Context: an optimization exercise on an open-source flow, tuned for small area and a short achievable clock period. The choices shown serve that exercise and are no tape-out recipe.
The RTL was checked by simulation tests, not by an equivalence proof against the original design.
The flow treats the clock pin as an ideal source, which a real chip does not have.

Design fir_filter_16_tap, start of the top module:
module fir_filter_16_tap (
    input clk,
    input rst,
    input [15:0] x_in,
    input [15:0] h0, h1, h2, h3, h4, h5, h6, h7,
    input [15:0] h8, h9, h10, h11, h12, h13, h14, h15,
    output reg [31:0] y_out
);
For scale: about 0.087 mm² of cells after synthesis.
==> flow/config.mk <==
export PLATFORM = sky130hd
export DESIGN_NAME = fir_filter_16_tap
export DESIGN_NICKNAME = fir_filter_16_tap
export VERILOG_FILES = /design/flow/design.v
export SDC_FILE = /design/flow/constraint.sdc
export NUM_CORES = 8
export LEC_CHECK = 0
export CAP_MARGIN = 20
export CORE_MARGIN = 2
export CORE_UTILIZATION = 30
export SLEW_MARGIN = 20
export SYNTH_HIERARCHICAL = 1
==> flow/constraint.sdc <==
create_clock -name core_clock -period 25.0 [get_ports {clk}]
set_input_delay 5.0000 -clock core_clock [delete_from_list [all_inputs] [get_ports {clk}]]
set_output_delay 5.0000 -clock core_clock [all_outputs]
set_load 0.01 [all_outputs]
standard.sh (not shown) runs the stock make flow with config.mk's settings and CLKGATE_MAP_FILE= SYNTH_SCRIPT=/design/flow/synth_recipe.tcl, a recipe that flattens the netlist after the stock synthesis.
==> flow/flow/run.sh <==
#!/bin/bash
# Own flow: the standard layout (standard.sh: the standard synthesis and ORFS steps),
# with these changes to how the layout is made:
#  - the port buffers are buf_2 cells rather than the cell buffer_ports picks by itself;
#  - after global placement the y_out flip-flops are moved next to the gates that drive
#    them, which the placer otherwise leaves out at the output pins (flow/post_gp.tcl);
#  - the global router's layer capacities (flow/fastroute.tcl) move wiring off met1/met2,
#    which the detailed router otherwise spends most of its time on.
# Constraints (constraint.sdc) and everything else are the standard flow's. make's output goes to
# flow_make.log here; ORFS keeps each step's log under orfs/logs/.
set -euo pipefail
bash standard.sh \
  "BUFFER_PORTS_ARGS=-buffer_cell sky130_fd_sc_hd__buf_2" \
  "SETUP_SLACK_MARGIN=12.5" \
  "TNS_END_PERCENT=0" \
  "POST_GLOBAL_PLACE_TCL=$PWD/flow/post_gp.tcl" \
  "POST_CTS_TCL=$PWD/flow/post_cts.tcl" \
  "EXTRA_SETUP_MARGIN=14" \
  "FASTROUTE_TCL=$PWD/flow/fastroute.tcl" \
  finish > flow_make.log 2>&1
==> flow/flow/post_cts.tcl <==
repair_timing -setup -setup_margin $::env(EXTRA_SETUP_MARGIN) -max_passes 300 -repair_tns 0 -verbose
detailed_placement
check_placement -verbose
==> flow/flow/post_gp.tcl <==
# After global placement: put each y_out flip-flop on top of the cell that drives its D
# input (the last gate of the final adder); detailed placement then legalizes it next to
# that cell. The y_out flip-flops' D inputs end the critical paths, while their outputs
# (to the y_out ports, due 5 ns before the next edge) have most of the cycle to spare.
set block [ord::get_db_block]
set moved 0
foreach inst [$block getInsts] {
  if {![string match {y_out*} [$inst getName]]} continue
  set d [$inst findITerm D]
  if {$d == "NULL"} continue
  set net [$d getNet]
  set drv ""
  foreach it [$net getITerms] {
    if {[$it isOutputSignal]} { set drv [$it getInst] }
  }
  if {$drv == ""} continue
  set loc [$drv getLocation]
  $inst setLocation [lindex $loc 0] [lindex $loc 1]
  incr moved
}
puts "post_gp: moved $moved y_out flip-flops to their D drivers"
Other scripts of this flow, unchanged in this note and not shown: flow/flow/fastroute.tcl
Rerun with:
--- a/flow/flow/run.sh
+++ b/flow/flow/run.sh
@@ -6 +6,2 @@
-#    them, which the placer otherwise leaves out at the output pins (flow/post_gp.tcl);
+#    them, which the placer otherwise leaves out at the output pins, and selectors that
+#    lie far from the full adder they drive are moved next to it (flow/post_gp.tcl);
@@ -16,0 +18 @@
+  "SEL_MOVE_UM=40" \
==> flow/flow/post_gp.tcl (replaced) <==
# After global placement, two kinds of cells are moved on top of a neighbour; detailed
# placement then legalizes them next to it.
#  - Each y_out flip-flop goes to the gate that drives its D input (the last gate of the
#    final adder). Its D input ends the critical paths, while its output (to the y_out
#    port, due 5 ns before the next edge) has most of the cycle to spare.
set block [ord::get_db_block]
set moved 0
foreach inst [$block getInsts] {
  if {![string match {y_out*} [$inst getName]]} continue
  set d [$inst findITerm D]
  if {$d == "NULL"} continue
  set drv ""
  foreach it [[$d getNet] getITerms] {
    if {[$it isOutputSignal]} { set drv [$it getInst] }
  }
  if {$drv == ""} continue
  set loc [$drv getLocation]
  $inst setLocation [lindex $loc 0] [lindex $loc 1]
  incr moved
}
puts "post_gp: moved $moved y_out flip-flops to their D drivers"
set limit [expr {$::env(SEL_MOVE_UM) * [$block getDbUnitsPerMicron]}]
set moved 0
foreach inst [$block getInsts] {
  if {[[$inst getMaster] getName] != "sky130_fd_sc_hd__a222oi_1"} continue
  set loads {}
  foreach it [[[$inst findITerm Y] getNet] getITerms] {
    if {[$it isInputSignal]} { lappend loads [$it getInst] }
  }
  if {[llength $loads] != 1} continue
  set loc [[lindex $loads 0] getLocation]
  set here [$inst getLocation]
  set dist [expr {abs([lindex $loc 0] - [lindex $here 0]) + abs([lindex $loc 1] - [lindex $here 1])}]
  if {$dist <= $limit} continue
  $inst setLocation [lindex $loc 0] [lindex $loc 1]
  incr moved
}
puts "post_gp: moved $moved selectors to their loads"
What happened: Clock skew hardly moves. Design area rose by about 0.9%. Final cell count grows by 0.56%. Non-clock buffer count rose by 39. Fmax rose by about 1.3%. Die area does not change. Via count goes up by 3.4%. Sequential share of layout area stays flat. Global-route usage goes up by 3.2 points.
Rerun with:
--- a/flow/flow/run.sh
+++ b/flow/flow/run.sh
@@ -6,2 +6 @@
-#    them, which the placer otherwise leaves out at the output pins, and selectors that
-#    lie far from the full adder they drive are moved next to it (flow/post_gp.tcl);
+#    them (flow/post_gp.tcl), which the placer otherwise leaves out at the output pins;
@@ -15,2 +14 @@
-  "SETUP_SLACK_MARGIN=12.5" \
-  "TNS_END_PERCENT=0" \
+  "SETUP_SLACK_MARGIN=11.5" \
@@ -18 +15,0 @@
-  "SEL_MOVE_UM=40" \
@@ -20 +17 @@
-  "EXTRA_SETUP_MARGIN=14" \
+  "EXTRA_SETUP_MARGIN=13" \
==> flow/flow/post_cts.tcl (replaced) <==
# Extra setup-repair pass after CTS (see run.sh): a second repair_timing run, aimed at a
# slack of EXTRA_SETUP_MARGIN ns, then the placement is legalized again.
repair_timing -setup -setup_margin $::env(EXTRA_SETUP_MARGIN) -max_passes 300 -verbose
detailed_placement
check_placement -verbose
==> flow/flow/post_gp.tcl (replaced) <==
# After global placement: put each y_out flip-flop on top of the cell that drives its D
# input (the last gate of the final adder); detailed placement then legalizes it next to
# that cell. The y_out flip-flops' D inputs end the critical paths, while their outputs
# (to the y_out ports, due 5 ns before the next edge) have most of the cycle to spare.
set block [ord::get_db_block]
set moved 0
foreach inst [$block getInsts] {
  if {![string match {y_out*} [$inst getName]]} continue
  set d [$inst findITerm D]
  if {$d == "NULL"} continue
  set net [$d getNet]
  set drv ""
  foreach it [$net getITerms] {
    if {[$it isOutputSignal]} { set drv [$it getInst] }
  }
  if {$drv == ""} continue
  set loc [$drv getLocation]
  $inst setLocation [lindex $loc 0] [lindex $loc 1]
  incr moved
}
puts "post_gp: moved $moved y_out flip-flops to their D drivers"
Effect: Via count falls by 3.6%. Count of clock-buffer cells in the layout stays the same. Wire length is about the same. Setup slack loses 0.21 ns. First-iteration DRC count falls by 8.2%. Synthesized cell count stays the same.
Rerun with:
--- a/flow/flow/run.sh
+++ b/flow/flow/run.sh
@@ -6 +6,2 @@
-#    them (flow/post_gp.tcl), which the placer otherwise leaves out at the output pins;
+#    them, which the placer otherwise leaves out at the output pins, and each selector
+#    next to the full adder it drives (flow/post_gp.tcl);
==> flow/flow/post_gp.tcl (replaced) <==
# After global placement, two kinds of cells are moved on top of a neighbour; detailed
# placement then legalizes them next to it.
#  - Each y_out flip-flop goes to the gate that drives its D input (the last gate of the
#    final adder). Its D input ends the critical paths, while its output (to the y_out
#    port, due 5 ns before the next edge) has most of the cycle to spare.
set block [ord::get_db_block]
set moved 0
foreach inst [$block getInsts] {
  if {![string match {y_out*} [$inst getName]]} continue
  set d [$inst findITerm D]
  if {$d == "NULL"} continue
  set drv ""
  foreach it [[$d getNet] getITerms] {
    if {[$it isOutputSignal]} { set drv [$it getInst] }
  }
  if {$drv == ""} continue
  set loc [$drv getLocation]
  $inst setLocation [lindex $loc 0] [lindex $loc 1]
  incr moved
}
puts "post_gp: moved $moved y_out flip-flops to their D drivers"
set moved 0
foreach inst [$block getInsts] {
  if {[[$inst getMaster] getName] != "sky130_fd_sc_hd__a222oi_1"} continue
  set loads {}
  foreach it [[[$inst findITerm Y] getNet] getITerms] {
    if {[$it isInputSignal]} { lappend loads [$it getInst] }
  }
  if {[llength $loads] != 1} continue
  set loc [[lindex $loads 0] getLocation]
  $inst setLocation [lindex $loc 0] [lindex $loc 1]
  incr moved
}
puts "post_gp: moved $moved selectors to their loads"
Outcome: The changed run finished with timing, DRC and antenna clean. Setup slack improves by 0.26 ns. Final cell count came out higher by a few percent. Register-to-register slack is worse by 0.06 ns. Synthesized area stays the same. Routed wire length rises by a little under a tenth. Clock skew climbs by 0.0078 ns. Maximum frequency goes up by a few percent.
Rerun with:
--- a/flow/flow/run.sh
+++ b/flow/flow/run.sh
@@ -6,2 +6,2 @@
-#    them, which the placer otherwise leaves out at the output pins, and each selector
-#    next to the full adder it drives (flow/post_gp.tcl);
+#    them, which the placer otherwise leaves out at the output pins, and selectors that
+#    lie far from the full adder they drive are moved halfway to it (flow/post_gp.tcl);
@@ -15 +15,2 @@
-  "SETUP_SLACK_MARGIN=11.5" \
+  "SETUP_SLACK_MARGIN=12.5" \
+  "TNS_END_PERCENT=0" \
@@ -16,0 +18 @@
+  "SEL_MOVE_UM=20" \
@@ -18 +20 @@
-  "EXTRA_SETUP_MARGIN=13" \
+  "EXTRA_SETUP_MARGIN=14" \
==> flow/flow/post_cts.tcl (replaced) <==
repair_timing -setup -setup_margin $::env(EXTRA_SETUP_MARGIN) -max_passes 300 -repair_tns 0 -verbose
detailed_placement
check_placement -verbose
--- a/flow/flow/post_gp.tcl
+++ b/flow/flow/post_gp.tcl
@@ -21,0 +22 @@
+set limit [expr {$::env(SEL_MOVE_UM) * [$block getDbUnitsPerMicron]}]
@@ -31 +32,4 @@
-  $inst setLocation [lindex $loc 0] [lindex $loc 1]
+  set here [$inst getLocation]
+  set dist [expr {abs([lindex $loc 0] - [lindex $here 0]) + abs([lindex $loc 1] - [lindex $here 1])}]
+  if {$dist <= $limit} continue
+  $inst setLocation [expr {([lindex $loc 0] + [lindex $here 0]) / 2}] [expr {([lindex $loc 1] + [lindex $here 1]) / 2}]
@@ -34 +38 @@
-puts "post_gp: moved $moved selectors to their loads"
+puts "post_gp: moved $moved selectors halfway to their loads"
Effect: The new run finished clean. Setup slack improves by 0.047 ns. Die area is unchanged. Routed wire length drops by 11%. Global-route usage went down by 6.1 points. Via count went down by 3.4%. Final cell count decreases by 1.9%.
Rerun with:
--- a/flow/flow/run.sh
+++ b/flow/flow/run.sh
@@ -5,3 +4,0 @@
-#  - after global placement the y_out flip-flops are moved next to the gates that drive
-#    them, which the placer otherwise leaves out at the output pins, and selectors that
-#    lie far from the full adder they drive are moved halfway to it (flow/post_gp.tcl);
@@ -15,4 +12 @@
-  "SETUP_SLACK_MARGIN=12.5" \
-  "TNS_END_PERCENT=0" \
-  "POST_GLOBAL_PLACE_TCL=$PWD/flow/post_gp.tcl" \
-  "SEL_MOVE_UM=20" \
+  "SETUP_SLACK_MARGIN=11.5" \
@@ -20 +14 @@
-  "EXTRA_SETUP_MARGIN=14" \
+  "EXTRA_SETUP_MARGIN=13" \
==> flow/flow/post_cts.tcl (replaced) <==
# Extra setup-repair pass after CTS (see run.sh): a second repair_timing run, aimed at a
# slack of EXTRA_SETUP_MARGIN ns, then the placement is legalized again.
repair_timing -setup -setup_margin $::env(EXTRA_SETUP_MARGIN) -max_passes 300 -verbose
detailed_placement
check_placement -verbose
removed: flow/flow/post_gp.tcl
- The changed run completed without violations
- cell area decreases slightly
- first-iteration DRC count decreases slightly
- synthesized area is unchanged
- setup slack is worse by 0.31 ns

Setup of lane 4:
Another version of the RTL of fir_filter_16_tap (not shown whole).
For scale: roughly 6000 cells after synthesis, roughly 310 I/O pins, roughly 84000 µm² of cells after synthesis.
Settings: LEC_CHECK=0, CAP_MARGIN=20, CORE_MARGIN=2, CORE_UTILIZATION=30, SLEW_MARGIN=20, SYNTH_HIERARCHICAL=1; clock period 25.0 ns.
run.sh (not shown) runs the stock make flow with config.mk's settings and CLKGATE_MAP_FILE= SYNTH_SCRIPT=/design/flow/synth_recipe.tcl, a recipe that flattens the netlist after the stock synthesis.
Stock flow here: none of the scripts above is used.
Inputs modified between lane 4 and lane 5:
==> flow/flow/run.sh (new file) <==
#!/bin/bash
set -euo pipefail
MARGIN=${SETUP_MARGIN_NS:-11.5}
bash standard.sh \
  "BUFFER_PORTS_ARGS=-buffer_cell sky130_fd_sc_hd__buf_2" \
  "SETUP_SLACK_MARGIN=$MARGIN" \
  finish > flow_make.log 2>&1
==> flow/standard.sh (new file) <==
#!/bin/bash
# synth_recipe.tcl (not shown) runs the flow's synth.tcl, then flattens the netlist and writes it again
# the make line also repeats each setting of config.mk as NAME=value (left out here)
make -C /OpenROAD-flow-scripts/flow DESIGN_CONFIG=/design/flow/config.mk WORK_HOME=/design/flow/orfs CLKGATE_MAP_FILE= SYNTH_SCRIPT=/design/flow/synth_recipe.tcl "${@:-finish}"
removed: flow/run.sh
### Flow results
Delta (lane 5 minus lane 4): sequential cell area share saw little to no change, met3 track demand over resource saw an increase, number of non-filler instances in the completed layout saw an increase.
Lane 5: number of buffers created by CTS 4.2% above lane 4

RTL: one of the versions met above, not the one the previous note started from.
Size in the first run: about 310 I/O pins, about 87000 sq um of cells after synthesis.
==> flow/config.mk <==
export PLATFORM = sky130hd
export DESIGN_NAME = fir_filter_16_tap
export DESIGN_NICKNAME = fir_filter_16_tap
export VERILOG_FILES = /design/flow/design.v
export SDC_FILE = /design/flow/constraint.sdc
export NUM_CORES = 8
export LEC_CHECK = 0
export CAP_MARGIN = 20
export CORE_MARGIN = 2
export CORE_UTILIZATION = 30
export SLEW_MARGIN = 20
export SYNTH_HIERARCHICAL = 1
==> flow/constraint.sdc <==
create_clock -name core_clock -period 25.0 [get_ports {clk}]
set_input_delay 5.0000 -clock core_clock [delete_from_list [all_inputs] [get_ports {clk}]]
set_output_delay 5.0000 -clock core_clock [all_outputs]
set_load 0.01 [all_outputs]
standard.sh (not shown) runs the stock make flow with config.mk's settings and CLKGATE_MAP_FILE= SYNTH_SCRIPT=/design/flow/synth_recipe.tcl, a recipe that flattens the netlist after the stock synthesis.
==> flow/flow/run.sh <==
#!/bin/bash
# Own flow: the standard layout (standard.sh: the standard synthesis and ORFS steps),
# with these changes to how the layout is made:
#  - the port buffers are buf_1 cells rather than the cell buffer_ports picks by itself;
#  - the global router's layer capacities (flow/fastroute.tcl) move wiring off met1/met2,
#    which the detailed router otherwise spends most of its time on.
# Constraints (constraint.sdc) and everything else are the standard flow's. make's output goes to
# flow_make.log here; ORFS keeps each step's log under orfs/logs/.
set -euo pipefail
bash standard.sh \
  "BUFFER_PORTS_ARGS=-buffer_cell sky130_fd_sc_hd__buf_1" \
  "SETUP_SLACK_MARGIN=11.5" \
  "POST_CTS_TCL=$PWD/flow/post_cts.tcl" \
  "EXTRA_SETUP_MARGIN=13" \
  "FASTROUTE_TCL=$PWD/flow/fastroute.tcl" \
  finish > flow_make.log 2>&1
==> flow/flow/fastroute.tcl <==
# Global-routing capacity derating: met1 and met2 carry most of the cells' pin access, so the
# global router is steered towards met3-met5 to leave the detailed router room there.
set_global_routing_layer_adjustment met1 0.6
set_global_routing_layer_adjustment met2 0.45
set_global_routing_layer_adjustment met3-$::env(MAX_ROUTING_LAYER) 0.1

set_routing_layers -clock $::env(MIN_CLK_ROUTING_LAYER)-$::env(MAX_ROUTING_LAYER)
set_routing_layers -signal $::env(MIN_ROUTING_LAYER)-$::env(MAX_ROUTING_LAYER)
==> flow/flow/post_cts.tcl <==
# Extra setup-repair pass after CTS (see run.sh): a second repair_timing run, aimed at a
# slack of EXTRA_SETUP_MARGIN ns, then the placement is legalized again.
repair_timing -setup -setup_margin $::env(EXTRA_SETUP_MARGIN) -max_passes 300 -verbose
detailed_placement
check_placement -verbose
==> next run, changes <==
==> flow/flow/run.sh (replaced) <==
#!/bin/bash
# Own flow: the standard layout (standard.sh: the standard synthesis and ORFS steps),
# with these changes to how the layout is made:
#  - the port buffers are buf_2 cells rather than the cell buffer_ports picks by itself;
#  - the global router's layer capacities (flow/fastroute.tcl) move wiring off met1/met2,
#    which the detailed router otherwise spends most of its time on.
# Constraints (constraint.sdc) and everything else are the standard flow's. make's output goes to
# flow_make.log here; ORFS keeps each step's log under orfs/logs/.
set -euo pipefail
bash standard.sh \
  "BUFFER_PORTS_ARGS=-buffer_cell sky130_fd_sc_hd__buf_2" \
  "SETUP_SLACK_MARGIN=12.5" \
  "TNS_END_PERCENT=0" \
  "POST_CTS_TCL=$PWD/flow/post_cts.tcl" \
  "EXTRA_SETUP_MARGIN=14" \
  "FASTROUTE_TCL=$PWD/flow/fastroute.tcl" \
  finish > flow_make.log 2>&1
==> flow/flow/post_cts.tcl (replaced) <==
repair_timing -setup -setup_margin $::env(EXTRA_SETUP_MARGIN) -max_passes 300 -repair_tns 0 -verbose
detailed_placement
check_placement -verbose
After rerunning: Final area decreases slightly; sequential share of layout area stays flat; global-route usage decreases by 2.3 points; wire length decreases by a few percent.

[port drivers added, routing unchanged]
The flow's constraints put no driver on any port. The routed layouts listed below were extracted and timed again, unchanged, in two steps. Step 1 assumes that a clkbuf_16 drives the clock port and a buf_2 every other input. Step 2 also shifts input and output timing later by t, the mid clock arrival at the registers, as if the neighbouring blocks saw the same clock. a / b / c = no drivers / after step 1 / after step 2; a / b = the first two.
run | t (ns) | slack for setup (ns) | clock arrival spread, ns | worst register clock-pin slew, ns
the first run of note 1 | 0.849 | 12.110 / 12.184 / 11.335 | 0.069 / 0.069 | 0.08 / 0.08
the second run of note 1 | 0.876 | 12.272 / 12.306 / 11.430 | 0.076 / 0.076 | 0.09 / 0.09
the third run of note 1 | 0.865 | 12.061 / 12.132 / 11.267 | 0.051 / 0.051 | 0.09 / 0.09
the fourth run of note 1 | 0.863 | 12.317 / 12.331 / 11.467 | 0.060 / 0.061 | 0.08 / 0.08
the fifth run of note 1 | 0.859 | 12.363 / 12.346 / 11.487 | 0.063 / 0.063 | 0.10 / 0.10
the sixth run of note 1 | 0.859 | 12.052 / 12.126 / 11.267 | 0.064 / 0.064 | 0.09 / 0.09
lane 4 | 0.855 | 9.810 / 9.810 / 9.605 | 0.041 / 0.041 | 0.07 / 0.07
lane 5 | 0.845 | 11.334 / 11.410 / 10.564 | 0.061 / 0.061 | 0.08 / 0.08
the first run of note 3 | 0.881 | 12.095 / 12.157 / 11.275 | 0.056 / 0.055 | 0.08 / 0.08
the second run of note 3 | 0.864 | 12.105 / 12.183 / 11.319 | 0.071 / 0.070 | 0.09 / 0.09
After both steps every run listed still meets setup and hold. For the fifth run of note 1, which loses most, drivers alone change the setup slack by -0.017 ns; drivers and shift together by -0.876 ns.
